Context: an optimization exercise on an open-source flow, tuned for small area and a short achievable clock period. The choices shown serve that exercise and are no tape-out recipe. Function was checked by simulation only, so behaviour that the tests miss may differ from the original. Power figures rest on the tool's default switching activity, not on a simulated workload.

==> flow/config.mk <==
export PLATFORM = sky130hd
export DESIGN_NAME = CPU
export DESIGN_NICKNAME = CPU
export VERILOG_FILES = /design/flow/design.v
export SDC_FILE = /design/flow/constraint.sdc
export NUM_CORES = 4
export LEC_CHECK = 0
export CAP_MARGIN = 20
export CORE_MARGIN = 2
export CORE_UTILIZATION = 45
export SETUP_SLACK_MARGIN = 4
export SLEW_MARGIN = 20
export SYNTH_HIERARCHICAL = 1
export TNS_END_PERCENT = 5
==> flow/flow/run.sh <==
#!/bin/bash
# The standard layout, except that the input and output port buffers are
# buf_4 cells instead of the delay buffers buffer_ports picks by default.
set -euo pipefail
cd "$(dirname "$0")/.."
bash standard.sh "BUFFER_PORTS_ARGS=-buffer_cell sky130_fd_sc_hd__buf_4" finish > standard_flow.log 2>&1
==> flow/design.v <==
`timescale 1ns / 1ps
module add32(input wire [31:0] a, input wire [31:0] b, output wire [31:0] s);
assign s = a + b;
endmodule
module pfx_node(input wire gi, pi, gj, pj, output wire g, p);
assign g = gi | (pi & gj);
assign p = pi & pj;
endmodule
module pfx_g(input wire gi, pi, gj, output wire g);
assign g = gi | (pi & gj);
endmodule
module pfx_pg(input wire an, b, output wire g, p);
assign g = ~an & b;
assign p = ~an ^ b;
endmodule
module add32n(input wire [31:0] an, input wire [31:0] b, output wire [31:0] s);
wire [31:0] g [0:5];
wire [31:0] p [0:5];
genvar l, i;
generate
	for (i = 0; i < 32; i = i + 1) begin : pg
		pfx_pg n(.an(an[i]), .b(b[i]), .g(g[0][i]), .p(p[0][i]));
	end
	for (l = 0; l < 5; l = l + 1) begin : lv
		for (i = 0; i < 32; i = i + 1) begin : bt
			if (i < (1 << l)) begin : pass
				assign g[l+1][i] = g[l][i];
				assign p[l+1][i] = p[l][i];
			end else if (i < (2 << l)) begin : last
				pfx_g n(.gi(g[l][i]), .pi(p[l][i]), .gj(g[l][i-(1<<l)]), .g(g[l+1][i]));
				assign p[l+1][i] = 1'b0;
			end else begin : full
				pfx_node n(.gi(g[l][i]), .pi(p[l][i]), .gj(g[l][i-(1<<l)]), .pj(p[l][i-(1<<l)]),
				           .g(g[l+1][i]), .p(p[l+1][i]));
			end
		end
	end
endgenerate
assign s = p[0] ^ {g[5][30:0], 1'b0};
endmodule
module alu_addsub(input wire [31:0] a, input wire [31:0] b, input wire sub,
                  output wire [32:0] sum);
assign sum = {1'b0, a} + {1'b0, b ^ {32{sub}}} + {32'b0, sub};
endmodule
module alu_shift(input wire [31:0] in1, input wire [31:0] rv2, input wire [31:0] instr,
                 output wire [31:0] out);
wire [2:0] f3 = instr[14:12];
wire reg_op = instr[5];
wire left = ~f3[2];
wire big = reg_op & (|rv2[31:5]);
wire [4:0] sh = reg_op ? rv2[4:0] : instr[24:20];
wire fill = f3[2] & instr[30] & in1[31];
wire [31:0] src;
wire [31:0] shr;
wire [31:0] shl;
genvar i;
generate
	for (i = 0; i < 32; i = i + 1) begin : g_rev
		assign src[i] = left ? in1[31-i] : in1[i];
		assign shl[i] = shr[31-i];
	end
endgenerate
wire [63:0] ext = {{32{fill}}, src};
wire [63:0] shifted = ext >> sh;
assign shr = big ? {32{fill}} : shifted[31:0];
assign out = left ? shl : shr;
endmodule
module ALU(input wire [31:0] in1_n, input wire [31:0] rv2_n, input wire [31:0] imm,
           input wire [31:0] instr, output reg [31:0] out, output wire br_taken);
wire [31:0] in1 = ~in1_n;
wire [31:0] rv2 = ~rv2_n;
wire [2:0] f3 = instr[14:12];
wire reg_op = instr[5];                  
wire [31:0] op2 = reg_op ? rv2 : imm;
wire sub = ~(f3 == 3'b000 && !instr[6] && !(reg_op && instr[30]));
wire [32:0] sum;
alu_addsub as(.a(in1), .b(op2), .sub(sub), .sum(sum));
wire ltu = ~sum[32];
wire lts = (in1[31] ^ op2[31]) ? in1[31] : ltu;
wire eq = (sum[31:0] == 32'b0);
reg cond;
always @(*) begin
	case (f3[2:1])
		2'b00: cond = eq;
		2'b10: cond = lts;
		default: cond = ltu;
	endcase
end
assign br_taken = cond ^ f3[0];
wire [31:0] shres;
alu_shift shf(.in1(in1), .rv2(rv2), .instr(instr), .out(shres));
always @(*) begin
	case (f3)
		3'b000: out = sum[31:0];
		3'b001: out = shres;
		3'b010: out = {31'b0, lts};
		3'b011: out = {31'b0, ltu};
		3'b100: out = in1 ^ op2;
		3'b101: out = shres;
		3'b110: out = in1 | op2;
		default: out = in1 & op2;
	endcase
end
endmodule
`timescale 1ns / 1ps
module decoder(input wire [31:0] instr,
               output wire is_lui, is_auipc, is_jal, is_jalr, is_br, is_load, is_store,
               output wire is_wr);
wire [6:0] opc = instr[6:0];
wire [2:0] f3 = instr[14:12];
wire [6:0] f7 = instr[31:25];
assign is_lui   = opc == 7'b0110111;
assign is_auipc = opc == 7'b0010111;
assign is_jal   = opc == 7'b1101111;
assign is_jalr  = opc == 7'b1100111 && f3 == 3'b000;
assign is_br    = opc == 7'b1100011 && f3[2:1] != 2'b01;
assign is_load  = opc == 7'b0000011 && f3 != 3'b011 && f3[2:1] != 2'b11;
assign is_store = opc == 7'b0100011 && (f3 == 3'b000 || f3 == 3'b001 || f3 == 3'b010);
wire is_opimm   = opc == 7'b0010011 && (f3 != 3'b101 || f7 == 7'b0000000 || f7 == 7'b0100000);
wire is_op      = opc == 7'b0110011 && (f7 == 7'b0000000 || (f7 == 7'b0100000 && (f3 == 3'b000 || f3 == 3'b101)));
assign is_wr    = is_lui | is_auipc | is_jal | is_jalr | is_load | is_opimm | is_op;
endmodule
`timescale 1ns / 1ps
module rf_aoi3(input wire [2:0] s, input wire [2:0] d, output wire qn);
assign qn = ~|(s & d);
endmodule
module rf_nand2(input wire s, input wire d, output wire qn);
assign qn = ~(s & d);
endmodule
module rf_rdbit(input wire [31:1] sel, input wire [31:1] d, output wire qn);
wire [10:0] t;
genvar j;
generate
	for (j = 0; j < 10; j = j + 1) begin : g3
		rf_aoi3 a(.s(sel[3*j+1 +: 3]), .d(d[3*j+1 +: 3]), .qn(t[j]));
	end
endgenerate
rf_nand2 a10(.s(sel[31]), .d(d[31]), .qn(t[10]));
assign qn = &t;
endmodule
module rf_file(input clk, input wire [4:0] rs1, input wire [4:0] rs2, input wire [4:0] rd,
               input we, input wire [31:0] indata, output wire [31:0] x31, rv1_n, rv2_n);
reg [32*32-1:32] rf;    
wire [31:1] sel1, sel2;
genvar i, b;
generate
	for (i = 1; i < 32; i = i + 1) begin : g_dec
		assign sel1[i] = (rs1 == i);
		assign sel2[i] = (rs2 == i);
	end
	for (i = 1; i < 32; i = i + 1) begin : g_wr
		always @(posedge clk)
			if (we && rd == i)
				rf[32*i +: 32] <= indata;
	end
	for (b = 0; b < 32; b = b + 1) begin : g_rd
		wire [31:1] col;
		for (i = 1; i < 32; i = i + 1) begin : g_col
			assign col[i] = rf[32*i + b];
		end
		rf_rdbit u1(.sel(sel1), .d(col), .qn(rv1_n[b]));
		rf_rdbit u2(.sel(sel2), .d(col), .qn(rv2_n[b]));
	end
endgenerate
assign x31 = rf[32*31 +: 32];
endmodule
`timescale 1ns / 1ps
module CPU(
    input clk,
    input reset,
    output reg [31:0] iaddr,
    input [31:0] idata,
    output [31:0] daddr,
    input [31:0] drdata,
    output [31:0] dwdata,
    output [3:0] we,
    output [31:0] x31,
    output [31:0] pc
);
wire is_lui, is_auipc, is_jal, is_jalr, is_br, is_load, is_store, is_wr;
wire [31:0] rv1_n, rv2_n, alu_out;
wire br_taken;
wire [6:0] opc = idata[6:0];
wire [2:0] f3 = idata[14:12];
decoder d1(.instr(idata), .is_lui(is_lui), .is_auipc(is_auipc), .is_jal(is_jal), .is_jalr(is_jalr),
           .is_br(is_br), .is_load(is_load), .is_store(is_store), .is_wr(is_wr));
wire [31:0] imm_i = {{20{idata[31]}}, idata[31:20]};
wire [31:0] imm_s = {{20{idata[31]}}, idata[31:25], idata[11:7]};
wire [31:0] imm_b = {{20{idata[31]}}, idata[7], idata[30:25], idata[11:8], 1'b0};
wire [31:0] imm_j = {{12{idata[31]}}, idata[19:12], idata[20], idata[30:21], 1'b0};
wire [31:0] imm_u = {idata[31:12], 12'b0};
wire [31:0] imm_ls = (opc[5] & ~opc[2]) ? imm_s : imm_i;
wire [31:0] imm_alu = (f3 == 3'b000 || f3 == 3'b010) ? imm_i : {20'b0, idata[31:20]};
wire [31:0] imm_pc = ~opc[2] ? imm_b : (opc[3] ? imm_j : imm_u);
reg [31:0] rf_win;
rf_file rf1(.x31(x31), .clk(clk), .rs1(idata[19:15]), .rs2(idata[24:20]), .rd(idata[11:7]),
            .we(is_wr), .indata(rf_win), .rv1_n(rv1_n), .rv2_n(rv2_n));
wire [31:0] rv2 = ~rv2_n;
ALU a1(.in1_n(rv1_n), .rv2_n(rv2_n), .imm(imm_alu), .instr(idata), .out(alu_out), .br_taken(br_taken));
assign pc = iaddr;
add32n u_dadd(.an(rv1_n), .b(imm_ls), .s(daddr));
assign we = !is_store ? 4'b0000 :
            f3[1] ? 4'b1111 :
            f3[0] ? (daddr[1] ? 4'b1100 : 4'b0011) :
            (4'b0001 << daddr[1:0]);
assign dwdata[7:0]   = rv2[7:0];
assign dwdata[15:8]  = (f3[1:0] == 2'b00) ? rv2[7:0] : rv2[15:8];
assign dwdata[23:16] = f3[1] ? rv2[23:16] : rv2[7:0];
assign dwdata[31:24] = f3[1] ? rv2[31:24] : (f3[0] ? rv2[15:8] : rv2[7:0]);
wire [31:0] pcrel;
add32 u_padd(.a(iaddr), .b(imm_pc), .s(pcrel));
wire [31:0] pc4 = iaddr + 32'd4;
wire [15:0] ldh = daddr[1] ? drdata[31:16] : drdata[15:0];
wire [7:0]  ldb = daddr[0] ? ldh[15:8] : ldh[7:0];
wire [31:0] ld  = f3[1] ? drdata :
                  f3[0] ? {{16{~f3[2] & ldh[15]}}, ldh} :
                          {{24{~f3[2] & ldb[7]}}, ldb};
always @(*) begin
	if (is_load) rf_win = ld;
	else if (is_lui) rf_win = imm_u;
	else if (is_auipc) rf_win = pcrel;
	else if (is_jal | is_jalr) rf_win = pc4;
	else rf_win = alu_out;
end
always @(posedge clk) begin
	if (reset) iaddr <= 32'b0;
	else if (is_jalr) iaddr <= daddr;
	else if (is_jal || (is_br && br_taken)) iaddr <= pcrel;
	else iaddr <= pc4;
end
endmodule
==> flow/standard.sh <==
#!/bin/bash
# synth_recipe.tcl (not shown) runs the flow's synth.tcl, then flattens the netlist and writes it again
# the make line also repeats each setting of config.mk as NAME=value (left out here)
make -C /OpenROAD-flow-scripts/flow DESIGN_CONFIG=/design/flow/config.mk WORK_HOME=/design/flow/orfs CLKGATE_MAP_FILE= SYNTH_SCRIPT=/design/flow/synth_recipe.tcl "${@:-finish}"
==> flow/constraint.sdc <==
create_clock -name core_clock -period 14.0 [get_ports {clk}]
set_input_delay 2.8000 -clock core_clock [delete_from_list [all_inputs] [get_ports {clk}]]
set_output_delay 2.8000 -clock core_clock [all_outputs]
set_load 0.01 [all_outputs]
==> run summary, run 1 <==
* Required @ worst endpoint at about 11000 ps
* Beginning of the worst hold path: iaddr[29]
* Maximum Capacitance Violations at 0
* Number of different library cells in the post-synthesis netlist at about 110
* Terminus of the critical flop-to-flop path: rf1.rf[665]
* Critical path fanouts, max at 32
* Setup ws final at around 3700 ps
* Hold path depth at 3
* Outcome: complete, no violations
* Global-route usage over all layers at between 30% and 40%
* Netlist Area Pre-Place at around 56000 um^2
* Transition time of the tightest slew-check pin at 1130 ps
* Number of port buffers at around 230
* Core outline area at between 100000 and 150000 um^2
* Final wirelength at 257000 um
* Hold path endpoint: iaddr[29]
* Area of the die at around 130000 um^2
* Fraction of final layout cells with drive strength greater than 1 at approximately 18%
* Series of cell instances along the critical path: buf_4, or3b_4, nor2_4, buf_4, a222oi_1, nand4_1, nor3_2, inv_1, ha_1, and2_1, and2_1, a21o_1, xor2_1, buf_4
* Switching share of power at around a third
* Switching component of the power at 2750 uW
* Register bit count reported by yosys at about 1000
* Slew Limit Fails at 0
* Rows at approximately 130
* Largest cells by area after synthesis: sky130_fd_sc_hd__edfxtp_1 (53%), sky130_fd_sc_hd__a222oi_1 (11%), sky130_fd_sc_hd__ha_1 (3.6%)
* Fin crit share at 73.2%
* Final standard cell count with taps included and fillers excluded at about 6600
* Count of synthesis-stage warnings from yosys at 10
* CTS tree: done
* CTS H-Tree Depth at 3
* Number of nets at the end of the flow at ~5200
* Unrepaired setup endpoints after global routing: true
* Ratio of routed vias to standard cells at 7.42
* Clock edge transition at the registers on the reported setup and hold paths at 80 ps
* Vias in the first global route at around 45000
* Cell count after placement at 6412
* Library cell contributing the largest single delay on the critical path: sky130_fd_sc_hd__xor2_1
* Clock latency on the worst-skew pair at ~750 ps
* Most common cell type on the critical path: sky130_fd_sc_hd__buf_4
* Endpoint type of the worst setup path: output port
* DIE WIDTH at approximately 360 um
* Clock root cell: sky130_fd_sc_hd__clkbuf_16
* Die extent in y at around 360 um
* Design area at 65000 um^2
* Part of the total power dissipated in combinational logic at 26.4%
* Type of the tightest min-delay check: register to register
* Remaining global-route overflow at 0
* Largest net degree at the start of global routing at slightly above 60
* Weighted congestion reported at the end of routability-driven placement at approximately 1.1
* Setup TNS at 0 ps
* Power share of the clock group at between 30% and 40%
* Number of top-level design ports at 230
* R2R Setup Slk at 6750 ps
* Minimum clock period at a little over 10000 ps
* Data arrival time at the worst-slack endpoint at between 7000 and 8000 ps
* Iteration-0 DRC Markers at roughly 11000
* Starting Density at 45.4%
* Global-route wire length before repair at ~350000 um
* Power Dens Cells at about 130 nW/um^2
* Cts bufs inserted at ~100
* Cells on worst reg2reg path at 19
* Maximum ir drop on the vdd rail at 108 uV
* Area after DPL at 61000 um^2
* Final count of negative-setup-slack endpoints at 0
* Routed len/inst at about 39 um
* Internal Dissipation at approximately 5700 uW
* Number of cells produced by synthesis at approximately 4600
* Post-synthesis sequential area ratio at 54.1%
* Prevailing post-synth register cell: sky130_fd_sc_hd__edfxtp_1
* Post-Place Worst Slack at between 2000 and 3000 ps
* Initial antenna violation count at 5
* Worst path max stage delay at just under 800 ps
* Fraction of power consumed by sequential logic at between 40% and 50%
* HPWL reported at the end of detailed placement at between 150000 and 200000 um
* Post-synthesis area per instance at 12.2 um^2
* Layout overhead on the synthesized area at 15.7%
* Clock skew at between 50 and 60 ps
* Number of hold violations in the final report at 0
* Yosys top cell area share at between 50% and 60%
* Worst relative slew slack at 24.6%
* Share of synthesized registers carrying an async set or reset at 0%
* Number of remaining DRC errors at 0
* Worst hold margin at approximately 740 ps
* LEAKAGE at approximately 0.024 uW
* Number of search-and-repair iterations in the first detailed-routing pass at 13
* Startpoint kind of the worst setup timing path: input port
* Max Clock Freq at 0.0976 GHz
* Startpoint of the worst-slack reg-to-reg timing path: rf1.rf[639]
* Sinks on the clock net at 1024
* Via Count at approximately 49000
* Number of routed nets with antenna violations at 0
* EDFF count, synth at slightly below 1000
* Kind of critical path: input port to output port
* Clk buf depth at 3
* Synthesized net count at ~4800
* Fill cells at about 11000
* Largest area contributor in the synthesized netlist: sky130_fd_sc_hd__edfxtp_1
power by group through the flow:
stage                     Clock (uW)  Combinational (uW)  Sequential, uW
after floorplan                    0                1120            3580
after global placement             0                2070            3580
after detailed placement           0                2060            3580
after CTS                       2690                2110            3520
after global routing            2800                2290            3510
final                           2670                2220            3520
worst max path at each step:
stage,to,cells past startpoint,start,slack (ps)
after floorplan,rf1.rf[1007],25,idata[20],4650
after global placement,iaddr[14],27,idata[21],2560
after detailed placement,iaddr[16],27,idata[21],2600
after CTS,daddr[20],17,idata[19],3890
after global routing,daddr[6],15,idata[15],3830
final,daddr[6],14,idata[19],3750
sequential cells by signal, summed over array words and instances, names as in the netlist:
| name | flops |
|---|---|
| iaddr | 32 |
| rf1.rf | 992 |
layout make-up:
class | count | area [um^2] | share of cell area, %
Sequential cell | 1024 | 30400 | 46.8
Multi-Input combinational cell | 3172 | 25200 | 38.8
Timing Repair Buffer | 433 | 3410 | 5.24
Clock buffer | 125 | 2660 | 4.09
Tap cell | 1637 | 2050 | 3.15
Inverter | 195 | 737 | 1.13
Clock inverter | 59 | 520 | 0.800
Antenna cell | 4 | 10.0 | 0.0154
per-module statistics from Yosys, one instance, submodules excluded, a selection:
module	area (um^2)	cells
ALU	2950	469
add32	1820	246
add32n	279	32
alu_addsub	2200	302
alu_shift	2750	374
decoder	200	28
pfx_node	13.8	2
rf_aoi3	10.0	1
rf_file	30700	1162
rf_nand2	3.75	1
rf_rdbit	27.5	4
repair_timing:
item | CTS | global route
endpoints found under the setup margin | 188 | 284
hold buffers | 0 | 0
resized for setup | 50 | 25
buffers inserted | 36 | 12
pin swaps | 27 | 15
gates cloned | 0 | 0
cell usage after synthesis, types with 104 or more instances:
| master | count |
|---|---|
| sky130_fd_sc_hd__a21o_1 | 186 |
| sky130_fd_sc_hd__a21oi_1 | 197 |
| sky130_fd_sc_hd__a222oi_1 | 642 |
| sky130_fd_sc_hd__and2_1 | 104 |
| sky130_fd_sc_hd__edfxtp_1 | 992 |
| sky130_fd_sc_hd__ha_1 | 160 |
| sky130_fd_sc_hd__inv_1 | 194 |
| sky130_fd_sc_hd__nand2_1 | 253 |
| sky130_fd_sc_hd__nand3_1 | 109 |
| sky130_fd_sc_hd__nand4_1 | 148 |
| sky130_fd_sc_hd__nor2_1 | 298 |
| sky130_fd_sc_hd__o21ai_0 | 104 |
metal layers:
metal,vias up,part of all wire (%),global-route usage (%)
met2,4148,43,58.9
li1,20178,-,-
met3,691,13,9.90
met1,24281,36,50.2
met4,6,7.7,24.8
met5,-,0.061,0.667
metrics by stage:
stage               total power [uW]  utilization, %
floorplan                       4700               -
global placement                5650            49.2
detailed placement              5640            49.3
CTS                             8320            52.3
global route                    8600            52.5
finish                          8410            52.5
worst max-delay path, delay by kind of cell:
kind                     cells  cell delay (ps)
AND/OR/NAND/NOR              6             1640
buffers and inverters        4              910
AO/OA/AOI/OAI                2              890
XOR/XNOR                     1              770
adder cells (fa/ha/maj)      1              410
layout by cell type, fill, tap and decap left out, types with 12 or more instances in the layout:
| cell type | count |
|---|---|
| sky130_fd_sc_hd__edfxtp_1 | 992 |
| sky130_fd_sc_hd__a222oi_1 | 642 |
| sky130_fd_sc_hd__buf_4 | 423 |
| sky130_fd_sc_hd__nand2_1 | 250 |
| sky130_fd_sc_hd__nor2_1 | 203 |
| sky130_fd_sc_hd__inv_1 | 194 |
| sky130_fd_sc_hd__a21oi_1 | 192 |
| sky130_fd_sc_hd__a21o_1 | 185 |
| sky130_fd_sc_hd__ha_1 | 160 |
| sky130_fd_sc_hd__nand4_1 | 148 |
| sky130_fd_sc_hd__nand3_1 | 107 |
| sky130_fd_sc_hd__o21ai_0 | 103 |
| sky130_fd_sc_hd__and2_1 | 103 |
| sky130_fd_sc_hd__clkbuf_16 | 103 |
| sky130_fd_sc_hd__mux2i_1 | 90 |
| sky130_fd_sc_hd__nor2_4 | 89 |
| sky130_fd_sc_hd__xor2_1 | 87 |
| sky130_fd_sc_hd__nor3_1 | 72 |
| sky130_fd_sc_hd__o22ai_1 | 52 |
| sky130_fd_sc_hd__a22oi_1 | 36 |
| sky130_fd_sc_hd__nor3_2 | 35 |
| sky130_fd_sc_hd__xnor2_1 | 34 |
| sky130_fd_sc_hd__nor2b_1 | 33 |
| sky130_fd_sc_hd__nor3_4 | 33 |
| sky130_fd_sc_hd__dfxtp_1 | 32 |
| sky130_fd_sc_hd__mux4_2 | 31 |
| sky130_fd_sc_hd__a211oi_1 | 30 |
| sky130_fd_sc_hd__a31oi_1 | 29 |
| sky130_fd_sc_hd__nor4_1 | 28 |
| sky130_fd_sc_hd__clkinv_1 | 28 |
| sky130_fd_sc_hd__a221oi_1 | 27 |
| sky130_fd_sc_hd__and3_1 | 24 |
| sky130_fd_sc_hd__clkbuf_1 | 22 |
| sky130_fd_sc_hd__nand2b_1 | 17 |
| sky130_fd_sc_hd__o211ai_1 | 16 |
| sky130_fd_sc_hd__clkinv_2 | 15 |
| sky130_fd_sc_hd__mux2_2 | 12 |
logic make-up after synthesis:
kind of cell / share of synthesized area, %
xor gates and xnor gates: 2.06
buffers and inverters: 3.40
adders and majority gates: 3.63
other: 0.00667
DFF: 54.1
AOI/OAI and AO/OA: 21.8
and+or+nand+nor: 11.7
muxes: 3.30
==> inputs of run 2 (changes only) <==
==> flow/run.sh (new file) <==
#!/bin/bash
# synth_recipe.tcl (not shown) runs the flow's synth.tcl, then flattens the netlist and writes it again
# the make line also repeats each setting of config.mk as NAME=value (left out here)
make -C /OpenROAD-flow-scripts/flow DESIGN_CONFIG=/design/flow/config.mk WORK_HOME=/design/flow/orfs CLKGATE_MAP_FILE= SYNTH_SCRIPT=/design/flow/synth_recipe.tcl finish
removed: flow/flow/run.sh
removed: flow/standard.sh
==> run summary, run 2 <==
* EDFF count, synth at between 900 and 1000
* Setup TNS at 0 ps
* Biggest registers after layout: rf1.rf x992, iaddr x32
* Minimum clock period at approximately 10000 ps
* Transition time of the tightest slew-check pin at ~1800 ps
* Starting Density at between 40% and 50%
* Number of top-level design ports at 230
* Rows at roughly 130
* Largest area contributor in the synthesized netlist: sky130_fd_sc_hd__edfxtp_1
* Synthesized-area fraction occupied by adder cells at 3.63%
* Most common library cell in the layout ignoring fill and taps: sky130_fd_sc_hd__edfxtp_1
* Number of cells produced by synthesis at around 4600
* Unrepaired setup endpoints after global routing: true
* Combinational family with the most area after synthesis: compound AO/OA/AOI/OAI gates
* Fraction of final layout cells with drive strength greater than 1 at roughly 16%
* Worst relative slew slack at -19.9%
* Leading cell types in the layout, fill and taps excluded: sky130_fd_sc_hd__edfxtp_1 (992), sky130_fd_sc_hd__a222oi_1 (642), sky130_fd_sc_hd__buf_4 (267), sky130_fd_sc_hd__nand2_1 (250), sky130_fd_sc_hd__nor2_1 (203)
* Post-synthesis sequential area ratio at 54.1%
* Number of flip-flops under the largest register name at around 1000
* Top-count cell post-synth: sky130_fd_sc_hd__edfxtp_1
* Most instantiated cells after synthesis: sky130_fd_sc_hd__edfxtp_1 (992), sky130_fd_sc_hd__a222oi_1 (642), sky130_fd_sc_hd__nor2_1 (298)
* Final count of negative-setup-slack endpoints at 0
* Maximum Capacitance Violations at 1
* Count of synthesis-stage warnings from yosys at 10
* Simple logic cell fraction of the synthesized area at between 10% and 20%
* Layout overhead on the synthesized area at 18.5%
* Cts bufs inserted at around 100
* CTS H-Tree Depth at 3
* LEAKAGE at 0.0239 uW
* HPWL reported at the end of detailed placement at approximately 190000 um
* Post-synthesis area per instance at ~12 um^2
* Prevailing post-synth register cell: sky130_fd_sc_hd__edfxtp_1
* Final standard cell count with taps included and fillers excluded at around 6700
* Area of the die at 128000 um^2
* Setup ws final at 3730 ps
* Checks that blocked a clean result: capacitance limit, slew limit
* Fin crit share at between 70% and 80%
* Part of the total power dissipated in combinational logic at between 20 and 30%
* Number of search-and-repair iterations in the first detailed-routing pass at 13
* Number of nets at the end of the flow at 5243
* Synthesized-area fraction occupied by ao, oa, aoi and oai cells at between 20 and 25%
* Clk buf depth at 3
* Yosys top cell area share at between 50% and 60%
* Global-route wire length before repair at between 300000 and 400000 um
* Via Count at 50153
* Required @ worst endpoint at 11200 ps
* Largest cells by area after synthesis: sky130_fd_sc_hd__edfxtp_1 (53%), sky130_fd_sc_hd__a222oi_1 (11%), sky130_fd_sc_hd__ha_1 (3.6%)
* Clock edge transition at the registers on the reported setup and hold paths at 60 ps
* Number of different library cells in the post-synthesis netlist at between 100 and 150
* Internal Dissipation at about 5700 uW
* Netlist Area Pre-Place at approximately 56000 um^2
* Endpoint type of the worst setup path: output port
* Slew Limit Fails at 3
* Number of remaining DRC errors at 0
* Data arrival time at the worst-slack endpoint at ~7500 ps
* Remaining global-route overflow at 0
* Register bit count reported by yosys at between 1000 and 1500
* Clock root cell: sky130_fd_sc_hd__clkbuf_16
* Cell count after placement at roughly 6400
* DIE WIDTH at 358 um
* Sinks on the clock net at around 1000
* Kind of critical path: input port to output port
* Routed len/inst at 39.8 um
* Register with the most flip-flops: rf1.rf
* Startpoint kind of the worst setup timing path: input port
* Power after layout at approximately 8500 uW
* Fraction of power consumed by sequential logic at 41.3%
* Type of the tightest min-delay check: register to register
* Clock skew at 65.4 ps
* Parity-gate share of the synthesized area counting xor and xnor cells at under 10%
* Switching component of the power at about 2800 uW
* Global-route usage over all layers at about two fifths
* Power share of the clock group at between 30% and 40%
* Clock latency on the worst-skew pair at roughly 750 ps
* Maximum ir drop on the vdd rail at 103 uV
* Die extent in y at between 300 and 400 um
* CTS tree: done
* Share of synthesized registers carrying an async set or reset at 0%
* Critical path fanouts, max at 20
* Core outline area at around 120000 um^2
* Weighted congestion reported at the end of routability-driven placement at about 1.0
* Outcome: failed layout checks
* Initial antenna violation count at 16
* Multiplexer fraction of the synthesized cell area at roughly 3.3%
* Number of routed nets with antenna violations at 0
* Fill cells at around 11000
* Post-Place Worst Slack at around 1600 ps
* Switching share of power at between 30% and 40%
* Power Dens Cells at 128 nW/um^2
* Final wirelength at 268000 um
* Largest net degree at the start of global routing at 67
* Synthesized net count at 4843
* Vias in the first global route at 46416
* Number of hold violations in the final report at 0
* Ratio of routed vias to standard cells at between 7 and 8
* Number of port buffers at approximately 230
* Max Clock Freq at around 0.097 GHz
* Iteration-0 DRC Markers at ~12000
-- run 2: cell count changes in the layout (fill, tap and decap cells not counted), moves of 11 or more --
cell and change:
sky130_fd_sc_hd__buf_4 -156, sky130_fd_sc_hd__xor2_1 -17, sky130_fd_sc_hd__dlygate4sd2_1 +13, sky130_fd_sc_hd__clkdlybuf4s50_1 +202, sky130_fd_sc_hd__xor2_4 +11, sky130_fd_sc_hd__buf_6 +13
-- run 2: Yosys stat by module, one instance, submodules excluded, excerpt --
module / flops+latches / times used / cells
ALU: 0 / 1 / 469
pfx_pg: 0 / 32 / 2
alu_shift: 0 / 1 / 374
add32n: 0 / 1 / 32
rf_nand2: 0 / 64 / 1
pfx_node: 0 / 94 / 2
rf_aoi3: 0 / 640 / 1
rf_file: 992 / 1 / 1162
add32: 0 / 1 / 246
alu_addsub: 0 / 1 / 302
-- run 2: cell families (layout without fill, tap and decap cells) --
logic type / Yosys count / after routing
flip-flops: 1024 / 1024
AND/OR/NAND/NOR: 1243 / 1250
multiplexers: 142 / 142
adder cells (fa/ha/maj): 162 / 162
AO/OA/AOI/OAI: 1492 / 1493
other: 1 / 11
XOR/XNOR: 132 / 132
buffers and inverters: 419 / 886
-- run 2: per-layer routing --
layer	global-route usage (%)	wire length (um)	vias up	share of wire (%)
met5	1.15	793	-	0.30
met4	28.8	22300	20	8.3
met3	11.4	36500	777	14
met2	60.8	115000	4261	43
met1	50.9	93100	24749	35
li1	-	-	20346	-
-- run 2: cell type report --
class	instances	area (um^2)	share of cell area [%]
multi-input cells	3180	25700	38.5
diodes	10	25.0	0.0375
clock inverters	63	583	0.875
flip-flops and latches	1024	30400	45.6
repair buffers	513	4560	6.84
well taps	1637	2050	3.07
clock buffers	115	2600	3.90
inverters	195	737	1.11
-- run 2: path summary, 6_finish.rpt --
check	startpoint	endpoint	slack [ps]	depth (start not counted)
worst max-delay path	idata[16]	daddr[24]	3730	18
worst min-delay path	iaddr[30]	iaddr[30]	730	3
worst max register to register	rf1.rf[421]	rf1.rf[376]	6850	24
worst min register to register	iaddr[30]	iaddr[30]	730	3
-- run 2: repair_timing --
action / CTS / global route
resized for setup: 179 / 33
pin swaps: 85 / 16
hold buffers: 0 / 0
cloned: 7 / 1
buffers inserted: 80 / 12
setup endpoints to repair: 1079 / 392
-- run 2: critical path, stage by stage --
cell                              delay, ps
sky130_fd_sc_hd__buf_6                  190
sky130_fd_sc_hd__nand3b_1               140
sky130_fd_sc_hd__buf_4                  200
sky130_fd_sc_hd__nor2_4                 140
sky130_fd_sc_hd__buf_6                  220
sky130_fd_sc_hd__a222oi_1               370
sky130_fd_sc_hd__nand4_1                560
sky130_fd_sc_hd__nor3_4                 320
sky130_fd_sc_hd__buf_4                  180
sky130_fd_sc_hd__inv_1                   50
sky130_fd_sc_hd__ha_1                   380
sky130_fd_sc_hd__and2_1                 230
sky130_fd_sc_hd__and2_1                 190
sky130_fd_sc_hd__and2_1                 180
sky130_fd_sc_hd__and2_1                 160
sky130_fd_sc_hd__a21o_1                 250
sky130_fd_sc_hd__xor2_4                 290
sky130_fd_sc_hd__clkdlybuf4s50_1        590
-- run 2: power by group through the flow --
stage	Clock (uW)	Combinational, uW	Sequential [uW]
3_5_place_dp	0	2120	3580
2_1_floorplan	0	1120	3580
3_3_place_gp	0	2130	3580
4_1_cts	2680	2230	3520
6_report	2660	2340	3520
5_1_grt	2790	2400	3510
-- run 2: metrics by stage --
stage | hold WS, ps | cell area [um^2] | utilization [%]
after floorplan | 637 | 56200 | -
after global placement | 704 | 61800 | 49.9
after detailed placement | 712 | 61800 | 49.9
after CTS | 726 | 66400 | 53.6
after global routing | 800 | 66600 | 53.8
final | 728 | 66700 | 53.9
==> inputs of run 3 (changes only) <==
--- a/flow/design.v
+++ b/flow/design.v
@@ -9,9 +9,11 @@
 module pfx_g(input wire gi, pi, gj, output wire g);
 assign g = gi | (pi & gj);
 endmodule
-module pfx_pg(input wire an, b, output wire g, p);
+module pfx_g0(input wire an, b, output wire g);
 assign g = ~an & b;
-assign p = ~an ^ b;
+endmodule
+module pfx_p0(input wire an, b, output wire p);
+assign p = ~(an ^ b);
 endmodule
 module add32n(input wire [31:0] an, input wire [31:0] b, output wire [31:0] s);
 wire [31:0] g [0:5];
@@ -19,7 +21,8 @@
 genvar l, i;
 generate
 	for (i = 0; i < 32; i = i + 1) begin : pg
-		pfx_pg n(.an(an[i]), .b(b[i]), .g(g[0][i]), .p(p[0][i]));
+		pfx_g0 ng(.an(an[i]), .b(b[i]), .g(g[0][i]));
+		pfx_p0 np(.an(an[i]), .b(b[i]), .p(p[0][i]));
 	end
 	for (l = 0; l < 5; l = l + 1) begin : lv
 		for (i = 0; i < 32; i = i + 1) begin : bt
@@ -38,9 +41,43 @@
 endgenerate
 assign s = p[0] ^ {g[5][30:0], 1'b0};
 endmodule
-module alu_addsub(input wire [31:0] a, input wire [31:0] b, input wire sub,
+module alu_addsub(input wire [31:0] an, input wire [31:0] b, input wire sub,
                   output wire [32:0] sum);
-assign sum = {1'b0, a} + {1'b0, b ^ {32{sub}}} + {32'b0, sub};
+wire [31:0] bx = b ^ {32{sub}};
+wire [31:0] g [0:5];
+wire [31:0] p [0:5];
+wire [31:0] p0;
+wire g00;
+genvar l, i;
+generate
+	for (i = 0; i < 32; i = i + 1) begin : pg
+		if (i == 0) begin : b0
+			pfx_g0 ng(.an(an[0]), .b(bx[0]), .g(g00));
+		end else begin : bn
+			pfx_g0 ng(.an(an[i]), .b(bx[i]), .g(g[0][i]));
+		end
+		pfx_p0 np(.an(an[i]), .b(bx[i]), .p(p0[i]));
+	end
+endgenerate
+pfx_g ncin(.gi(g00), .pi(p0[0]), .gj(sub), .g(g[0][0]));
+assign p[0] = p0;
+generate
+	for (l = 0; l < 5; l = l + 1) begin : lv
+		for (i = 0; i < 32; i = i + 1) begin : bt
+			if (i < (1 << l)) begin : pass
+				assign g[l+1][i] = g[l][i];
+				assign p[l+1][i] = p[l][i];
+			end else if (i < (2 << l)) begin : last
+				pfx_g n(.gi(g[l][i]), .pi(p[l][i]), .gj(g[l][i-(1<<l)]), .g(g[l+1][i]));
+				assign p[l+1][i] = 1'b0;
+			end else begin : full
+				pfx_node n(.gi(g[l][i]), .pi(p[l][i]), .gj(g[l][i-(1<<l)]), .pj(p[l][i-(1<<l)]),
+				           .g(g[l+1][i]), .p(p[l+1][i]));
+			end
+		end
+	end
+endgenerate
+assign sum = {g[5][31], p0 ^ {g[5][30:0], sub}};
 endmodule
 module alu_shift(input wire [31:0] in1, input wire [31:0] rv2, input wire [31:0] instr,
                  output wire [31:0] out);
@@ -74,10 +111,10 @@
 wire [31:0] op2 = reg_op ? rv2 : imm;
 wire sub = ~(f3 == 3'b000 && !instr[6] && !(reg_op && instr[30]));
 wire [32:0] sum;
-alu_addsub as(.a(in1), .b(op2), .sub(sub), .sum(sum));
+alu_addsub as(.an(in1_n), .b(op2), .sub(sub), .sum(sum));
 wire ltu = ~sum[32];
 wire lts = (in1[31] ^ op2[31]) ? in1[31] : ltu;
-wire eq = (sum[31:0] == 32'b0);
+wire eq = (in1 == op2);
 reg cond;
 always @(*) begin
 	case (f3[2:1])
==> flow/flow/run.sh (new file) <==
#!/bin/bash
# The standard layout, except that the input and output port buffers are
# buf_4 cells instead of the delay buffers buffer_ports picks by default.
set -euo pipefail
cd "$(dirname "$0")/.."
bash standard.sh "BUFFER_PORTS_ARGS=-buffer_cell sky130_fd_sc_hd__buf_4" finish > standard_flow.log 2>&1
==> flow/standard.sh (new file) <==
#!/bin/bash
# synth_recipe.tcl (not shown) runs the flow's synth.tcl, then flattens the netlist and writes it again
# the make line also repeats each setting of config.mk as NAME=value (left out here)
make -C /OpenROAD-flow-scripts/flow DESIGN_CONFIG=/design/flow/config.mk WORK_HOME=/design/flow/orfs CLKGATE_MAP_FILE= SYNTH_SCRIPT=/design/flow/synth_recipe.tcl "${@:-finish}"
--- a/flow/config.mk
+++ b/flow/config.mk
@@ -8,6 +8,8 @@
 export CAP_MARGIN = 20
 export CORE_MARGIN = 2
 export CORE_UTILIZATION = 45
+export CTS_CLUSTER_DIAMETER = 60
+export CTS_CLUSTER_SIZE = 30
 export SETUP_SLACK_MARGIN = 4
 export SLEW_MARGIN = 20
 export SYNTH_HIERARCHICAL = 1
removed: flow/run.sh
==> run summary, run 3 <==
* Outcome: complete, no violations
* Max Clock Freq at about 0.098 GHz
* Sinks on the clock net at between 1000 and 1500
* Maximum Capacitance Violations at 0
* Number of cells produced by synthesis at between 4000 and 5000
* Kind of critical path: input port to output port
* CTS tree: done
* Worst path max stage delay at ~960 ps
* Clock edge transition at the registers on the reported setup and hold paths at 60 ps
* Biggest registers after layout: rf1.rf x992, iaddr x32
* Prevailing post-synth register cell: sky130_fd_sc_hd__edfxtp_1
* Post-synthesis sequential area ratio at 53.3%
* Cts bufs inserted at 86
* Clk buf depth at 3
* Transition time of the tightest slew-check pin at between 1000 and 1500 ps
* Global-route usage over all layers at approximately two fifths
* Leading cell types in the layout, fill and taps excluded: sky130_fd_sc_hd__edfxtp_1 (992), sky130_fd_sc_hd__a222oi_1 (641), sky130_fd_sc_hd__buf_4 (441), sky130_fd_sc_hd__a21o_1 (283), sky130_fd_sc_hd__a21oi_1 (224)
* Worst hold margin at 788 ps
* Number of nets at the end of the flow at around 5200
* Final wirelength at 267000 um
* Cell count after placement at about 6500
* Slew Limit Fails at 0
* Top-count cell post-synth: sky130_fd_sc_hd__edfxtp_1
* Final count of negative-setup-slack endpoints at 0
* Startpoint of the worst-slack reg-to-reg timing path: rf1.rf[624]
* Number of remaining DRC errors at 0
* Critical path fanouts, max at 11
* Share of synthesized registers carrying an async set or reset at 0%
* Number of routed nets with antenna violations at 0
* Fill cells at ~11000
* Area of the die at between 100000 and 150000 um^2
* Via Count at 50126
* Fraction of final layout cells with drive strength greater than 1 at between 10% and 20%
* Initial antenna violation count at 10
* Unrepaired setup endpoints after global routing: true
* Register bit count reported by yosys at 1024
* EDFF count, synth at slightly below 1000
* CTS H-Tree Depth at 3
* Minimum clock period at a little over 10000 ps
* Remaining global-route overflow at 0
* Core outline area at between 100000 and 150000 um^2
* Layout overhead on the synthesized area at 14.9%
* Number of search-and-repair iterations in the first detailed-routing pass at 15
* Weighted congestion reported at the end of routability-driven placement at roughly 1.1
* Post-synthesis area per instance at 12.2 um^2
* Data arrival time at the worst-slack endpoint at 7430 ps
* Iteration-0 DRC Markers at between 10000 and 15000
* Library cell contributing the largest single delay on the critical path: sky130_fd_sc_hd__nor2_2
* Clock root cell: sky130_fd_sc_hd__clkbuf_16
* Rows at 130
* Most common cell type on the critical path: sky130_fd_sc_hd__and2_1
* Final standard cell count with taps included and fillers excluded at roughly 6700
* Starting Density at between 40% and 50%
* Area after DPL at 62000 um^2
* Largest net degree at the start of global routing at 66
* Startpoint kind of the worst setup timing path: input port
* Netlist Area Pre-Place at between 50000 and 60000 um^2
* DIE WIDTH at 360 um
* Number of different library cells in the post-synthesis netlist at 99
* Most common library cell in the layout ignoring fill and taps: sky130_fd_sc_hd__edfxtp_1
* Die extent in y at between 300 and 400 um
* Vias in the first global route at ~46000
* Synthesized net count at about 4900
* Maximum ir drop on the vdd rail at between 100 and 150 uV
* Design area at ~66000 um^2
* Worst relative slew slack at 21.0%
* Power Dens Cells at approximately 130 nW/um^2
* Fin crit share at between 70 and 80%
* Type of the tightest min-delay check: register to register
* LEAKAGE at approximately 0.024 uW
* Clock latency on the worst-skew pair at roughly 730 ps
* Number of port buffers at roughly 230
* Yosys top cell area share at between 50% and 60%
* Endpoint type of the worst setup path: output port
* Routed len/inst at 39.6 um
* R2R Setup Slk at slightly below 7000 ps
* Register with the most flip-flops: rf1.rf
* Required @ worst endpoint at about 11000 ps
* Worst setup startpoint: idata[15]
* Setup TNS at 0 ps
* HPWL reported at the end of detailed placement at 181000 um
* Ratio of routed vias to standard cells at around 7.4
* Clock skew at about 28 ps
* Power after layout at between 8000 and 9000 uW
* Beginning of the worst hold path: iaddr[30]
* Count of synthesis-stage warnings from yosys at 11
* Number of hold violations in the final report at 0
* Area taken by flip-flops and latches at between 30000 and 40000 um^2
* Largest area contributor in the synthesized netlist: sky130_fd_sc_hd__edfxtp_1
* Largest cells by area after synthesis: sky130_fd_sc_hd__edfxtp_1 (52%), sky130_fd_sc_hd__a222oi_1 (11%), sky130_fd_sc_hd__a21o_1 (3.7%)
* Area of combinational cells with multiple inputs at 26000 um^2
* Number of top-level design ports at 230
* Most instantiated cells after synthesis: sky130_fd_sc_hd__edfxtp_1 (992), sky130_fd_sc_hd__a222oi_1 (641), sky130_fd_sc_hd__nor2_1 (312)
* Series of cell instances along the critical path: buf_4, or3_1, nor2_2, a222oi_1, nand4_1, nor3_2, buf_4, xnor2_1, and2_1, and2_1, and2_1, and2_1, a21o_1, xor2_1, buf_4
* Global-route wire length before repair at 364000 um
* Number of flip-flops under the largest register name at between 900 and 1000
==> run 3: cell count changes in the layout (fill, tap and decap cells not counted), moves of 24 or more <==
cell,change
sky130_fd_sc_hd__mux2i_1,-24
sky130_fd_sc_hd__clkdlybuf4s50_1,-202
sky130_fd_sc_hd__nor3_4,-38
sky130_fd_sc_hd__ha_1,-57
sky130_fd_sc_hd__nor3_2,+37
sky130_fd_sc_hd__nand2_1,-35
sky130_fd_sc_hd__buf_4,+174
sky130_fd_sc_hd__nor2b_4,+63
sky130_fd_sc_hd__a21o_1,+98
sky130_fd_sc_hd__xor2_1,+41
sky130_fd_sc_hd__a21oi_1,+32
sky130_fd_sc_hd__inv_1,-46
sky130_fd_sc_hd__xnor2_1,+53
sky130_fd_sc_hd__and2_1,+93
==> run 3: metal layers <==
layer	part of all wire, %	up-vias	track usage, %
met5	0.026	-	0
met4	9.0	10	28.8
met3	14	793	10.3
met2	43	4372	58.8
met1	35	24571	50.3
li1	-	20380	-
==> run 3: area by class of cell <==
type                    count  share of cell area, %
clock inverters            74                   1.21
flip-flops and latches   1024                   46.4
well taps                1650                   3.15
inverters                 150                  0.866
clock buffers              88                   3.33
multi-input cells        3306                   39.7
repair buffers            451                   5.38
diodes                      1                0.00382
==> run 3: worst paths after layout <==
path | end | depth (start not counted)
max | daddr[28] | 15
min reg2reg | iaddr[30] | 2
min | iaddr[30] | 2
max reg2reg | rf1.rf[969] | 17
==> run 3: repair_timing <==
| item | in CTS | in global routing |
|---|---|---|
| gates cloned | 7 | 1 |
| endpoints found under the setup margin | 64 | 498 |
| pin swaps | 18 | 2 |
| gates resized for setup | 17 | 15 |
| hold buffers | 0 | 0 |
| setup buffers | 38 | 0 |
==> run 3: worst max-delay path, delay by kind of cell <==
| family | cells | cell delay, ps |
|---|---|---|
| AO/OA/AOI/OAI | 2 | 450 |
| buffers and inverters | 3 | 590 |
| XOR/XNOR | 2 | 960 |
| AND/OR/NAND/NOR | 8 | 2580 |
==> run 3: through the flow <==
stage	worst slack (ps)	util, %
after global placement	3150	49.3
after floorplan	4680	-
final	3770	52.2
after detailed placement	3000	49.3
after CTS	3860	52.1
after global routing	3840	52.2
==> run 3: power breakdown <==
part           internal [uW]  total, uW  switching, uW  leakage [uW]
combinational            694       2260           1560        0.0132
clock                   1250       2550           1290       0.00143
sequential              3490       3500           7.78       0.00924
==> run 3: kinds of logic after synthesis <==
family | Yosys count | share of synthesized area (%)
fa+ha+maj | 97 | 2.14
flops | 1024 | 53.3
xor+xnor | 203 | 3.11
mux | 117 | 2.79
other cells | 1 | 0.00657
compound gates | 1555 | 22.0
buf+inv | 372 | 3.15
simple gates | 1325 | 13.5
==> run 3: per-module statistics from Yosys, one instance, submodules excluded, excerpt <==
module / flops+latches / area [um^2]
rf_aoi3: 0 / 10.0
rf_nand2: 0 / 3.75
add32n: 0 / 279
add32: 0 / 1770
rf_rdbit: 0 / 27.5
pfx_p0: 0 / 8.76
alu_addsub: 0 / 639
pfx_g: 0 / 7.51
pfx_node: 0 / 13.8
==> inputs of run 4 (changes only) <==
--- a/flow/config.mk
+++ b/flow/config.mk
@@ -7,7 +7,7 @@
 export LEC_CHECK = 0
 export CAP_MARGIN = 20
 export CORE_MARGIN = 2
-export CORE_UTILIZATION = 45
+export CORE_UTILIZATION = 55
 export CTS_CLUSTER_DIAMETER = 60
 export CTS_CLUSTER_SIZE = 30
 export SETUP_SLACK_MARGIN = 4
==> run summary, run 4 <==
* Clock skew at 82.0 ps
* Library cell contributing the largest single delay on the critical path: sky130_fd_sc_hd__a21oi_1
* HPWL reported at the end of detailed placement at about 180000 um
* Power after layout at 8200 uW
* Layout overhead on the synthesized area at 13.7%
* Setup ws final at roughly 3700 ps
* Max Clock Freq at just under 0.1 GHz
* Routed len/inst at between 30 and 40 um
* Number of cells produced by synthesis at 4694
* Number of remaining DRC errors at 0
* Series of cell instances along the critical path: buf_4, or2_1, nor2_4, buf_4, a222oi_1, nand4_1, nor3_2, inv_1, nor4_1, and4_1, a21o_1, o211ai_1, a22oi_1, nor2b_1, a21oi_1, a21oi_1, nor3b_1, a21oi_1, o311ai_0, a32o_1, buf_4
* Minimum clock period at between 10000 and 15000 ps
* Clock latency on the worst-skew pair at about 730 ps
* Post-Place Worst Slack at 3170 ps
* Synthesized-area fraction occupied by ao, oa, aoi and oai cells at 22.0%
* Global-route wire length before repair at between 300000 and 400000 um
* WP buf/inv at 4
* EDFF count, synth at 992
* Area of the die at around 110000 um^2
* Global-route usage over all layers at a little under half
* Register with the most flip-flops: rf1.rf
* Synthesized-area fraction occupied by adder cells at 2.14%
* Maximum Capacitance Violations at 0
* Worst path max stage delay at a little over 700 ps
* Count of synthesis-stage warnings from yosys at 11
* Remaining global-route overflow at 0
* Multiplexer fraction of the synthesized cell area at 2.79%
* Number of nets at the end of the flow at around 5100
* Combinational family with the most area after synthesis: compound AO/OA/AOI/OAI gates
* Number of flip-flops under the largest register name at about 1000
* Required @ worst endpoint at approximately 14000 ps
* Largest cells by area after synthesis: sky130_fd_sc_hd__edfxtp_1 (52%), sky130_fd_sc_hd__a222oi_1 (11%), sky130_fd_sc_hd__a21o_1 (3.7%)
* Post-synthesis area per instance at 12.2 um^2
* Kind of critical path: input port to register
* Largest area contributor in the synthesized netlist: sky130_fd_sc_hd__edfxtp_1
* Cts bufs inserted at slightly below 80
* Parity-gate share of the synthesized area counting xor and xnor cells at between 3 and 4%
* Die extent in y at 326 um
* Startpoint kind of the worst setup timing path: input port
* Via Count at approximately 50000
* Hold buffer count at CTS at 0
* Final wirelength at 256000 um
* Critical path fanouts, max at 32
* CTS H-Tree Depth at 3
* Number of top-level design ports at 230
* Cell family with most CP delay: compound AO/OA/AOI/OAI gates
* Prevailing post-synth register cell: sky130_fd_sc_hd__edfxtp_1
* Top-count cell post-synth: sky130_fd_sc_hd__edfxtp_1
* Clock edge transition at the registers on the reported setup and hold paths at 90 ps
* Register bit count reported by yosys at 1024
* Type of the tightest min-delay check: register to register
* Most instantiated cells after synthesis: sky130_fd_sc_hd__edfxtp_1 (992), sky130_fd_sc_hd__a222oi_1 (641), sky130_fd_sc_hd__nor2_1 (312)
* Power Dens Cells at approximately 130 nW/um^2
* Synthesized net count at 4857
* Simple logic cell fraction of the synthesized area at a little over an eighth
* Unrepaired setup endpoints after global routing: true
* CTS tree: done
* Number of different library cells in the post-synthesis netlist at 99
* Number of routed nets with antenna violations at 0
* Netlist Area Pre-Place at 57100 um^2
* LEAKAGE at approximately 0.024 uW
* Most common library cell in the layout ignoring fill and taps: sky130_fd_sc_hd__edfxtp_1
* Core outline area at ~100000 um^2
* Number of hold violations in the final report at 0
* Biggest registers after layout: rf1.rf x992, iaddr x32
* Post-synthesis sequential area ratio at 53.3%
* Final count of negative-setup-slack endpoints at 0
* Leading cell types in the layout, fill and taps excluded: sky130_fd_sc_hd__edfxtp_1 (992), sky130_fd_sc_hd__a222oi_1 (641), sky130_fd_sc_hd__buf_4 (412), sky130_fd_sc_hd__a21o_1 (283), sky130_fd_sc_hd__a21oi_1 (223)
* Yosys top cell area share at 52.2%
* Slew Limit Fails at 0
* Starting Density at a little under three fifths
* Clk buf depth at 3
* DIE WIDTH at 326 um
* Share of synthesized registers carrying an async set or reset at 0%
* Number of port buffers at between 200 and 250
* Ratio of routed vias to standard cells at just under 8
* Setup TNS at 0 ps
* Rows at approximately 120
* Data arrival time at the worst-slack endpoint at approximately 11000 ps
* Transition time of the tightest slew-check pin at about 1200 ps
* Sinks on the clock net at slightly above 1000
* Initial antenna violation count at 6
* Fin crit share at approximately three quarters
* Endpoint type of the worst setup path: register
* Maximum ir drop on the vdd rail at 116 uV
* Fill cells at 8186
* Number of search-and-repair iterations in the first detailed-routing pass at 15
* Vias in the first global route at around 46000
* Iteration-0 DRC Markers at 13465
* Clock root cell: sky130_fd_sc_hd__clkbuf_16
* Weighted congestion reported at the end of routability-driven placement at about 1.1
* Outcome: complete, no violations
* Largest net degree at the start of global routing at between 80 and 90
* Fraction of final layout cells with drive strength greater than 1 at approximately 18%
* Worst relative slew slack at roughly 17%
run 4: area by class of cell:
type / instances / area, um^2 / share of cell area [%]
repair buffers: 423 / 3340 / 5.15
clock inverters: 65 / 871 / 1.34
multi-input cells: 3300 / 26000 / 40.0
well taps: 1380 / 1730 / 2.66
clock buffers: 80 / 1980 / 3.05
inverters: 150 / 568 / 0.876
flip-flops and latches: 1024 / 30400 / 46.9
diodes: 2 / 5.00 / 0.00771
run 4: tightest hold or removal path: cells and delay by family, from the launching register on:
family | cells | cell delay, ps
flops | 1 | 410
compound gates | 2 | 170
simple gates | 2 | 140
run 4: path summary, 6_finish.rpt:
kind / start / end / cells past startpoint / slack, ps
setup / recovery: idata[21] / rf1.rf[687] / 21 / 3660
hold / removal: iaddr[0] / iaddr[0] / 4 / 760
setup reg to reg: rf1.rf[535] / rf1.rf[687] / 17 / 6640
hold reg to reg: iaddr[0] / iaddr[0] / 4 / 760
run 4: through the flow:
stage | util (%) | cell area, um^2 | instances | hold WS, ps
after floorplan | - | 57100 | 4694 | 657
after global placement | 59.7 | 61600 | 6260 | 728
after detailed placement | 59.7 | 61600 | 6261 | 738
after CTS | 62.7 | 64700 | 6416 | 751
after global routing | 62.9 | 64900 | 6423 | 803
final | 62.9 | 64900 | 6424 | 759
run 4: report_power, final:
group / switching [uW] / internal [uW]
sequential: 7.27 / 3490
clock: 1290 / 1180
combinational: 1530 / 696
run 4: timing repair:
| action | in CTS | in global routing |
|---|---|---|
| resized for setup | 17 | 9 |
| endpoints found under the setup margin | 57 | 426 |
| pin swaps | 6 | 3 |
| buffers inserted | 8 | 0 |
| cloned | 2 | 0 |
run 4: layer usage:
layer  routed length (um)  track usage (%)  vias to the layer above
li1                     -                -                    20292
met2               109000             69.2                     4813
met3                38100             12.9                      874
met1                85400             58.7                    24287
met4                23700             34.7                        2
met5                    5                0                        -
run 4: modules after synthesis, one instance, submodules excluded, excerpt:
module | copies in the design | cells inside | cell area (um^2)
pfx_p0 | 64 | 1 | 8.76
decoder | 1 | 28 | 200
pfx_g0 | 63 | 1 | 13.8
ALU | 1 | 485 | 2930
CPU | 1 | 762 | 4890
alu_shift | 1 | 374 | 2750
rf_aoi3 | 640 | 1 | 10.0
rf_file | 1 | 1162 | 30700
add32 | 1 | 249 | 1770
pfx_g | 62 | 1 | 7.51
alu_addsub | 1 | 69 | 639
rf_nand2 | 64 | 1 | 3.75
rf_rdbit | 64 | 4 | 27.5
pfx_node | 192 | 2 | 13.8
run 4: kinds of logic (layout without fill, tap and decap cells):
kind of cell | Yosys count | after routing
buffers and inverters | 372 | 718
other | 1 | 3
AOI/OAI and AO/OA | 1555 | 1555
adders and majority gates | 97 | 97
muxes | 117 | 117
xor gates and xnor gates | 203 | 203
and+or+nand+nor | 1325 | 1327
DFF | 1024 | 1024
==> inputs of run 5 (changes only) <==
--- a/flow/config.mk
+++ b/flow/config.mk
@@ -10,7 +10,7 @@
 export CORE_UTILIZATION = 55
 export CTS_CLUSTER_DIAMETER = 60
 export CTS_CLUSTER_SIZE = 30
-export SETUP_SLACK_MARGIN = 4
+export SETUP_SLACK_MARGIN = 5
 export SLEW_MARGIN = 20
 export SYNTH_HIERARCHICAL = 1
-export TNS_END_PERCENT = 5
+export TNS_END_PERCENT = 10
==> run summary, run 5 <==
* Worst setup startpoint: idata[15]
* Data arrival time at the worst-slack endpoint at about 7000 ps
* Register with the most flip-flops: rf1.rf
* Netlist Area Pre-Place at about 57000 um^2
* Global-route usage over all layers at a little under half
* Maximum ir drop on the vdd rail at 164 uV
* Type of the tightest min-delay check: register to register
* Part of the total power dissipated in combinational logic at between 20% and 30%
* Number of nets at the end of the flow at roughly 5300
* Clock root cell: sky130_fd_sc_hd__clkbuf_16
* Routed len/inst at around 40 um
* Series of cell instances along the critical path: buf_12, or3b_4, nor2_4, buf_12, buf_4, a222oi_1, nand4_1, nor3_2, buf_6, buf_4, nor2b_4, a21o_1, a21o_1, a21o_1, a21o_1, a21o_1, xor2_2, buf_4
* Hold buffer count at CTS at 0
* Worst path max stage delay at between 800 and 900 ps
* Endpoint type of the worst setup path: output port
* Register bit count reported by yosys at roughly 1000
* CTS H-Tree Depth at 3
* Required @ worst endpoint at about 11000 ps
* Max Clock Freq at a little over 0.1 GHz
* Beginning of the worst hold path: iaddr[0]
* Yosys top cell area share at between 50% and 60%
* Fraction of power consumed by sequential logic at between 40% and 50%
* Transition time of the tightest slew-check pin at 1120 ps
* Global-route wire length before repair at approximately 360000 um
* Most instantiated cells after synthesis: sky130_fd_sc_hd__edfxtp_1 (992), sky130_fd_sc_hd__a222oi_1 (641), sky130_fd_sc_hd__nor2_1 (312)
* Area of the die at approximately 110000 um^2
* Final count of negative-setup-slack endpoints at 0
* Number of hold violations in the final report at 0
* Clk buf depth at 3
* Power after layout at 8510 uW
* Maximum Capacitance Violations at 0
* Largest net degree at the start of global routing at 66
* Final wirelength at 263000 um
* LEAKAGE at about 0.025 uW
* Most common library cell in the layout ignoring fill and taps: sky130_fd_sc_hd__edfxtp_1
* Sinks on the clock net at about 1000
* Vias in the first global route at about 48000
* Count of synthesis-stage warnings from yosys at 11
* Minimum clock period at between 9000 and 10000 ps
* Power Dens Cells at ~120 nW/um^2
* Clock edge transition at the registers on the reported setup and hold paths at around 80 ps
* Post-synthesis area per instance at around 12 um^2
* Switching share of power at about a third
* Number of cells produced by synthesis at ~4700
* Weighted congestion reported at the end of routability-driven placement at roughly 1.1
* Layout overhead on the synthesized area at 20.0%
* Number of search-and-repair iterations in the first detailed-routing pass at 14
* Ratio of routed vias to standard cells at between 7 and 8
* Via Count at between 50000 and 60000
* Initial antenna violation count at 7
* Library cell contributing the largest single delay on the critical path: sky130_fd_sc_hd__nand4_1
* Clock skew at around 50 ps
* Number of port buffers at approximately 230
* Prevailing post-synth register cell: sky130_fd_sc_hd__edfxtp_1
* Internal Dissipation at ~5600 uW
* Post-synthesis sequential area ratio at approximately 53%
* Slew Limit Fails at 0
* Rows at around 120
* Power share of the clock group at between 20% and 30%
* Number of flip-flops under the largest register name at 992
* EDFF count, synth at around 1000
* Outcome: complete, no violations
* Setup TNS at 0 ps
* Share of synthesized registers carrying an async set or reset at 0%
* Largest area contributor in the synthesized netlist: sky130_fd_sc_hd__edfxtp_1
* Fin crit share at between 60% and 70%
* Core outline area at about 100000 um^2
* Cts bufs inserted at 80
* Number of different library cells in the post-synthesis netlist at between 90 and 100
* Number of top-level design ports at 230
* Unrepaired setup endpoints after global routing: true
* Switching component of the power at 2950 uW
* Biggest registers after layout: rf1.rf x992, iaddr x32
* HPWL reported at the end of detailed placement at ~170000 um
* Leading cell types in the layout, fill and taps excluded: sky130_fd_sc_hd__edfxtp_1 (992), sky130_fd_sc_hd__a222oi_1 (641), sky130_fd_sc_hd__buf_4 (475), sky130_fd_sc_hd__a21o_1 (282), sky130_fd_sc_hd__a21oi_1 (222)
* Largest cells by area after synthesis: sky130_fd_sc_hd__edfxtp_1 (52%), sky130_fd_sc_hd__a222oi_1 (11%), sky130_fd_sc_hd__a21o_1 (3.7%)
* Number of remaining DRC errors at 0
* Number of routed nets with antenna violations at 0
* Synthesized net count at about 4900
* Fill cells at 7713
* Starting Density at between 50% and 60%
* Startpoint of the worst-slack reg-to-reg timing path: rf1.rf[41]
* Fraction of final layout cells with drive strength greater than 1 at a little under a quarter
* Die extent in y at around 330 um
* Worst relative slew slack at between 20% and 30%
* Clock latency on the worst-skew pair at 700 ps
* Kind of critical path: input port to output port
* Remaining global-route overflow at 0
* Iteration-0 DRC Markers at between 10000 and 15000
* Most common cell type on the critical path: sky130_fd_sc_hd__a21o_1
* CTS tree: done
* Top-count cell post-synth: sky130_fd_sc_hd__edfxtp_1
* Critical path fanouts, max at 5
* Startpoint kind of the worst setup timing path: input port
* DIE WIDTH at between 300 and 400 um
run 5: cell counts after synthesis:
No cell type changed its count.
run 5: per-module statistics from Yosys (local to each module, per instance):
module | cells | cell area [um^2] | times used | flops+latches
pfx_g | 1 | 7.51 | 62 | 0
ALU | 485 | 2930 | 1 | 0
rf_rdbit | 4 | 27.5 | 64 | 0
add32n | 32 | 279 | 1 | 0
add32 | 249 | 1770 | 1 | 0
decoder | 28 | 200 | 1 | 0
alu_addsub | 69 | 639 | 1 | 0
pfx_g0 | 1 | 13.8 | 63 | 0
alu_shift | 374 | 2750 | 1 | 0
pfx_node | 2 | 13.8 | 192 | 0
CPU | 762 | 4890 | 1 | 32
pfx_p0 | 1 | 8.76 | 64 | 0
rf_aoi3 | 1 | 10.0 | 640 | 0
rf_file | 1162 | 30700 | 1 | 992
rf_nand2 | 1 | 3.75 | 64 | 0
run 5: worst paths after layout:
check	to	slack, ps	depth (start not counted)
setup / recovery	daddr[29]	4210	18
hold / removal	iaddr[0]	770	4
setup reg to reg	rf1.rf[622]	7220	20
hold reg to reg	iaddr[0]	770	4
run 5: kinds of logic (layout without fill, tap and decap cells):
| logic type | Yosys count | after routing | synth area share [%] |
|---|---|---|---|
| simple gates | 1325 | 1332 | 13.5 |
| buf+inv | 372 | 911 | 3.15 |
| fa+ha+maj | 97 | 97 | 2.14 |
| other cells | 1 | 5 | 0.00657 |
| mux | 117 | 118 | 2.79 |
| flops | 1024 | 1024 | 53.3 |
| xor+xnor | 203 | 203 | 3.11 |
| compound gates | 1555 | 1560 | 22.0 |
run 5: metal layers:
layer	vias to the layer above	routed length (um)	share of wire [%]	track usage, %
met5	-	471	0.18	2.13
met2	5188	109000	42	68.7
met4	10	26100	10	37.5
met1	25078	84900	32	58.4
li1	20683	-	-	-
met3	1164	41900	16	15.5
run 5: what timing repair did:
| item | 4_1_cts | 5_1_grt |
|---|---|---|
| setup buffers | 164 | 24 |
| pin swaps | 202 | 22 |
| gates cloned | 24 | 0 |
| endpoints found under the setup margin | 1076 | 1058 |
| resized for setup | 284 | 42 |
run 5: per-stage QoR:
stage	instances	setup slack [ps]	util [%]	hold WS (ps)	cell area (um^2)
2_1_floorplan	4694	4920	-	657	57200
6_report	6630	4210	66.4	772	68500
4_1_cts	6597	4670	65.8	751	67900
3_3_place_gp	6258	3080	59.6	724	61600
5_1_grt	6626	4200	66.4	802	68500
3_5_place_dp	6259	3040	59.7	738	61600
run 5: power groups by stage:
stage,Clock [uW],Sequential (uW),Combinational (uW)
detailed placement,0,3570,2080
CTS,2530,3500,2340
global route,2640,3500,2530
global placement,0,3570,2080
finish,2530,3500,2480
floorplan,0,3580,1160
run 5: cell type report:
type / count / area [um^2] / share of cell area [%]
clock inverter: 64 / 877 / 1.28
multi-input combinational: 3311 / 27000 / 39.4
tap: 1380 / 1730 / 2.52
antenna: 4 / 10.0 / 0.0146
sequential: 1024 / 30400 / 44.4
timing repair buffer: 611 / 5790 / 8.45
clock buffer: 86 / 2090 / 3.05
inverter: 150 / 573 / 0.836
run 5: critical path: cells and delay by family:
family,cells,cell delay [ps]
xor gates and xnor gates,1,310
AOI/OAI and AO/OA,6,1380
buffers and inverters,6,940
and+or+nand+nor,5,1560
==> inputs of run 6 (changes only) <==
--- a/flow/config.mk
+++ b/flow/config.mk
@@ -7,7 +7,7 @@
 export LEC_CHECK = 0
 export CAP_MARGIN = 20
 export CORE_MARGIN = 2
-export CORE_UTILIZATION = 55
+export CORE_UTILIZATION = 45
 export CTS_CLUSTER_DIAMETER = 60
 export CTS_CLUSTER_SIZE = 30
 export SETUP_SLACK_MARGIN = 5
==> run summary, run 6 <==
* Number of different library cells in the post-synthesis netlist at between 90 and 100
* Endpoint type of the worst setup path: output port
* Final count of negative-setup-slack endpoints at 0
* Ratio of routed vias to standard cells at ~7.4
* CTS H-Tree Depth at 3
* Fraction of final layout cells with drive strength greater than 1 at between 20 and 25%
* Kind of critical path: input port to output port
* Number of cells produced by synthesis at around 4700
* Fin crit share at roughly two thirds
* Area of combinational cells with multiple inputs at 27300 um^2
* Setup ws final at 4390 ps
* Most common library cell in the layout ignoring fill and taps: sky130_fd_sc_hd__edfxtp_1
* Most used routing layer in global routing: met2
* Number of nets at the end of the flow at 5374
* Worst setup startpoint: idata[16]
* Transition time of the tightest slew-check pin at 1350 ps
* EDFF count, synth at about 1000
* Beginning of the worst hold path: iaddr[30]
* Top-count cell post-synth: sky130_fd_sc_hd__edfxtp_1
* Outcome: complete, no violations
* Global-route usage over all layers at between 40% and 50%
* Remaining global-route overflow at 0
* Yosys top cell area share at 52.2%
* Vias in the first global route at 46546
* Initial antenna violation count at 14
* Post-synthesis sequential area ratio at between 50% and 60%
* Clock skew at ~65 ps
* Rows at between 100 and 150
* Leading cell types in the layout, fill and taps excluded: sky130_fd_sc_hd__edfxtp_1 (992), sky130_fd_sc_hd__a222oi_1 (641), sky130_fd_sc_hd__buf_4 (515), sky130_fd_sc_hd__a21o_1 (278), sky130_fd_sc_hd__nor2_1 (216)
* Number of search-and-repair iterations in the first detailed-routing pass at 11
* Number of top-level design ports at 230
* Worst hold margin at 766 ps
* Clock root cell: sky130_fd_sc_hd__clkbuf_16
* Cells on worst reg2reg path at 19
## run 6: cell count changes in the layout (fill, tap and decap cells not counted), sizes merged
cell      previous run  this run
clkinv              23        29
diode                4         2
nor3               130       131
nor2               319       322
clkbuf              87        91
buf                608       628
clkinvlp             5        11
bufbuf               2         6
inv                186       183
a221oi              25        24
a21oi              236       234
## run 6: per-stage QoR
stage | instance area [um^2] | total power (uW) | util (%)
5_1_grt | 69300 | 8860 | 55.1
4_1_cts | 68300 | 8520 | 54.3
3_5_place_dp | 62000 | 5740 | 49.3
3_3_place_gp | 61900 | 5750 | 49.3
6_report | 69300 | 8680 | 55.1
2_1_floorplan | 57200 | 4740 | -
## run 6: where the power goes
part	internal, uW	switching (uW)	leakage (uW)	total, uW
combinational	883	1690	0.0149	2570
clock	1240	1360	0.00145	2600
sequential	3490	7.43	0.00924	3500
## run 6: worst max-delay path by stage
stage / endpoint
global placement: we[0]
finish: daddr[20]
detailed placement: rf1.rf[265]
global route: daddr[31]
CTS: rf1.rf[529]
floorplan: rf1.rf[128]
## run 6: logic make-up after synthesis
| group | after synthesis | share of synthesized area [%] |
|---|---|---|
| compound gates | 1555 | 22.0 |
| simple gates | 1325 | 13.5 |
| flops | 1024 | 53.3 |
| buf+inv | 372 | 3.15 |
| xor+xnor | 203 | 3.11 |
| mux | 117 | 2.79 |
| fa+ha+maj | 97 | 2.14 |
| other cells | 1 | 0.00657 |
## run 6: cell type report
type / count / share of cell area, %
inverters: 150 / 0.821
multi-input cells: 3312 / 39.3
clock inverters: 73 / 1.29
flip-flops and latches: 1024 / 43.9
diodes: 2 / 0.00722
well taps: 1650 / 2.98
clock buffers: 89 / 3.15
repair buffers: 636 / 8.57
## run 6: layer usage
metal | part of all wire [%] | up-vias
met5 | 0.028 | -
met4 | 8.0 | 14
met3 | 13 | 818
met2 | 44 | 4609
met1 | 35 | 25190
li1 | - | 20791
## run 6: worst max-delay path: stages
cell and delay, ps:
sky130_fd_sc_hd__buf_8 140, sky130_fd_sc_hd__nand3b_1 200, sky130_fd_sc_hd__buf_12 140, sky130_fd_sc_hd__nor2_4 60, sky130_fd_sc_hd__buf_12 170, sky130_fd_sc_hd__a222oi_1 370
sky130_fd_sc_hd__nand4_1 650, sky130_fd_sc_hd__nor3_4 480, sky130_fd_sc_hd__buf_6 190, sky130_fd_sc_hd__xnor2_4 90, sky130_fd_sc_hd__a21o_1 260, sky130_fd_sc_hd__a21o_1 200
sky130_fd_sc_hd__a21o_1 190, sky130_fd_sc_hd__a21o_1 150, sky130_fd_sc_hd__a21o_1 180, sky130_fd_sc_hd__xor2_2 300, sky130_fd_sc_hd__buf_4 190
## run 6: what timing repair did
action,CTS,global route
buffers inserted,156,61
pin swaps,135,46
gates cloned,18,6
gates resized for setup,258,51
setup endpoints to repair,1085,1058
## run 6: per-module statistics from Yosys, one instance, submodules excluded, excerpt
| module | copies in the design | flip-flops and latches | cell area [um^2] |
|---|---|---|---|
| ALU | 1 | 0 | 2930 |
| rf_rdbit | 64 | 0 | 27.5 |
| pfx_g | 62 | 0 | 7.51 |
| add32n | 1 | 0 | 279 |
| alu_addsub | 1 | 0 | 639 |
| rf_aoi3 | 640 | 0 | 10.0 |
| decoder | 1 | 0 | 200 |
| add32 | 1 | 0 | 1770 |
| pfx_node | 192 | 0 | 13.8 |
| rf_file | 1 | 992 | 30700 |
| CPU | 1 | 32 | 4890 |
| rf_nand2 | 64 | 0 | 3.75 |
| alu_shift | 1 | 0 | 2750 |
| pfx_p0 | 64 | 0 | 8.76 |

[re-timing with driven ports]
In the flow no input, the clock included, has a driving cell. The finished layouts below were timed again as built, in two steps. Step 1: set_driving_cell puts a clkbuf_16 on clk and a buf_2 on each other input, an assumption about the parent block. Step 2, shift: input delay + t, output delay - t, t = (earliest + latest rising clock arrival at the registers) / 2. This alone moves slack from input paths to output paths. a / b / c = ideal / step 1 / step 2; a / b = the first two.
run	t, ns	slack for setup (ns)
run 1	0.801	3.749 / 3.716 / 3.169
run 2	0.800	3.733 / 3.685 / 3.207
run 3	0.800	3.771 / 3.677 / 3.058
run 4	0.783	3.660 / 3.705 / 2.941
run 5	0.751	4.206 / 4.046 / 3.705
run 6	0.799	4.395 / 4.218 / 3.655
